What follows belongs to an exercise in optimizing a design on an open flow for a short achievable clock period and few clock cycles; a production flow would make more cautious choices.
Only simulation tests tie the RTL to the original design; equivalence was not proved.
No activity file was given, so power comes from the tool's default toggle rates.

Setup of the reference run:
// cpu
module cpu (
    input  wire        clk_i,
    input  wire        rst_ni,
    input  wire [31:0] rdata_i,
    input  wire        irq_i,
    output wire [31:0] addr_o,
    output wire [31:0] wdata_o,
    output wire        we_o
);
clock: 11.0 ns
lec_check: 0
abc_clock_period_in_ps: 3000
cap_margin: 20
cell_pad_in_sites_detail_placement: 1
core_margin: 2
core_utilization: 30
gpl_routability_driven: 1
gpl_timing_driven: 1
place_density: 0.45
slew_margin: 20
synth_memory_max_bits: 4096
standard.sh (not shown) runs the stock make flow with config.mk's settings and CLKGATE_MAP_FILE= SYNTH_SCRIPT=/design/flow/synth_recipe.tcl, a recipe that flattens the netlist after the stock synthesis.
==> flow/flow/run.sh <==
#!/bin/bash
set -euo pipefail
bash standard.sh SETUP_SLACK_MARGIN=7.5 TNS_END_PERCENT=100 finish > flow_standard.log 2>&1
Per the final summary, the reference run finished and its layout is clean on timing, DRC and antenna.
Testbench counts of the reference run, summed over its fixed seeds: cycles 79,157.
Setup changes, the reference run to the trial run
--- a/flow/design.v
+++ b/flow/design.v
@@ -96,39 +96,38 @@
   integer k;
   always @(*) begin
     rf_a = 32'b0;
     rf_b = 32'b0;
     for (k = 1; k < 32; k = k + 1) begin
       rf_a = rf_a | ({32{r_rs1 == k}} & rfv[k]);
       rf_b = rf_b | ({32{r_rs2 == k}} & rfv[k]);
     end
   end
   wire wx_a = wx_v_q && wx_rd_q == r_rs1;
   wire wx_b = wx_v_q && wx_rd_q == r_rs2;
-  wire wl_a = wl_v_q && wl_rd_q == r_rs1;
-  wire wl_b = wl_v_q && wl_rd_q == r_rs2;
   function automatic hz(input [31:0] w, input [4:0] d);
     reg u1, u2, wr;
     begin
       u1 = w[6:0] == 7'b0110011 || w[6:0] == 7'b0010011 || w[6:0] == 7'b0000011 ||
            w[6:0] == 7'b0100011 || w[6:0] == 7'b1100011 || w[6:0] == 7'b1100111 ||
            (w[6:0] == 7'b1110011 && !w[14]);
       u2 = w[6:0] == 7'b0110011 || w[6:0] == 7'b0100011 || w[6:0] == 7'b1100011;
       wr = w[6:0] == 7'b0110011 || w[6:0] == 7'b0010011 || w[6:0] == 7'b0110111 ||
            w[6:0] == 7'b0000011 || w[6:0] == 7'b1101111 || w[6:0] == 7'b1100111 ||
            w[6:0] == 7'b1110011;
       hz = (u1 && w[19:15] == d) || (u2 && w[24:20] == d);
     end
   endfunction
   wire ldx_v = x_v_q && x_ld_q && x_wr_q;
-  wire stall_d = (ldx_v && hz(rdata_i, x_rd_q)) || (m_wen_q && hz(rdata_i, m_rd_q));
+  wire stall_d = (ldx_v && hz(rdata_i, x_rd_q)) || (m_wen_q && hz(rdata_i, m_rd_q)) ||
+                 (wl_v_q && hz(rdata_i, wl_rd_q));
   wire stall = stall_d;
   wire x_alu_wr = x_v_q && x_wr_q && !x_ld_q;
   wire fa = x_alu_wr && x_rd_q == r_rs1;
   wire fb = x_alu_wr && x_rd_q == r_rs2;
   wire [31:0] opa_n, opb_n, sd_n;    
   wire x_trap = x_v_q && mip_q && !halt_q;
   wire x_exec = x_v_q && !mip_q && !halt_q;
   wire [31:0] a  = opa_q;
   wire [31:0] b  = opb_q;
   wire [31:0] sd = sd_q;
   wire [31:0] asum = a + b;               
@@ -150,35 +149,33 @@
                       {31'b0, (sel_slt_q & lts) | (sel_sltu_q & ltu)} |
                       ({32{sel_xor_q}} & (a ^ b)) |
                       ({32{sel_or_q}} & (a | b)) |
                       ({32{sel_and_q}} & (a & b)) |
                       ({32{sel_sll_q}} & sll) |
                       ({32{sel_sr_q}} & sr) |
                       ({32{sel_csr_q}} & csr_rd) |
                       ({32{sel_fix_q}} & fix_q);
   wire za    = is_csr && r_f3[2];         
   wire sa_x  = !za && fa;
   wire sa_wb = !za && !fa && wx_a;
-  wire sa_wl = !za && !fa && !wx_a && wl_a;
-  wire sa_rf = !za && !fa && !wx_a && !wl_a;
-  assign opa_n = ({32{sa_x}} & x_res) | ({32{sa_wb}} & wb_q) | ({32{sa_wl}} & ldq) |
+  wire sa_rf = !za && !fa && !wx_a;
+  assign opa_n = ({32{sa_x}} & x_res) | ({32{sa_wb}} & wb_q) |
                  ({32{za}} & {27'b0, r_rs1}) | ({32{sa_rf}} & rf_a);
   wire ib    = !(is_op | is_br);          
   wire sb_x  = fb;
   wire sb_wb = !fb && wx_b;
-  wire sb_wl = !fb && !wx_b && wl_b;
-  wire sb_rf = !fb && !wx_b && !wl_b;
-  assign sd_n  = ({32{sb_x}} & x_res) | ({32{sb_wb}} & wb_q) | ({32{sb_wl}} & ldq) |
+  wire sb_rf = !fb && !wx_b;
+  assign sd_n  = ({32{sb_x}} & x_res) | ({32{sb_wb}} & wb_q) |
                  ({32{sb_rf}} & rf_b);
   assign opb_n = ({32{!ib && sb_x}} & x_res) | ({32{!ib && sb_wb}} & wb_q) |
-                 ({32{!ib && sb_wl}} & ldq) | ({32{!ib && sb_rf}} & rf_b) |
+                 ({32{!ib && sb_rf}} & rf_b) |
                  ({32{ib}} & (is_st ? imm_s : imm_i));
   reg  [5:0] bc_q;    
   reg        jal_q;
   wire taken = (bc_q[0] & eq) | (bc_q[1] & !eq) | (bc_q[2] & lts) | (bc_q[3] & !lts) |
                (bc_q[4] & ltu) | (bc_q[5] & !ltu);
   wire x_tk     = taken | jal_q;
   wire x_jr     = x_exec && x_jalr_q;
   wire x_mr     = x_exec && x_mret_q;
   wire x_eb     = x_exec && x_ebreak_q;
   wire red_tk   = x_trap | x_mr | x_jr | (x_exec & !x_pred_q);
   wire red_nt   = x_trap | x_mr | x_jr | (x_exec & x_pred_q);
### Flow results
Taking the reference run as the reference, in the trial run final area moved down; clock power share increased 0.4 points; part of the power in combinational logic shrank by 1.3 points.
The trial run reports a lower die boundary height than the reference run does.
The trial run against the reference run: critical path depth moved down; final wirelength closely matched the old numbers; largest stage delay on the critical path -210 ps.
Testbench counts of the trial run, summed over its fixed seeds: cycles 79,646.

-- afterwards: timing with drivers on the ports --
The results above use ideal ports. As a check the final layouts listed here were re-extracted and re-timed, cells and wires unchanged. Step 1: set_driving_cell puts a clkbuf_16 on clk_i and a buf_2 on each other input, an assumption about the parent block. Step 2 also shifts input and output timing later by t, the mid clock arrival at the registers, as if the neighbouring blocks saw the same clock. Slacks: ideal ports / drivers / drivers and shift; pairs: ideal ports / drivers.
| run | t, ns | setup slack, ns | worst setup path at the end |
|---|---|---|---|
| the reference run | 1.044 | 6.462 / 6.244 / 5.200 | input to register |
| the trial run | 1.045 | 6.613 / 6.613 / 5.651 | input to register |
After both steps setup and hold are still met in every run listed. The setup slack of the reference run, which loses most, moves by -0.218 ns with the drivers and by -1.262 ns with both steps.
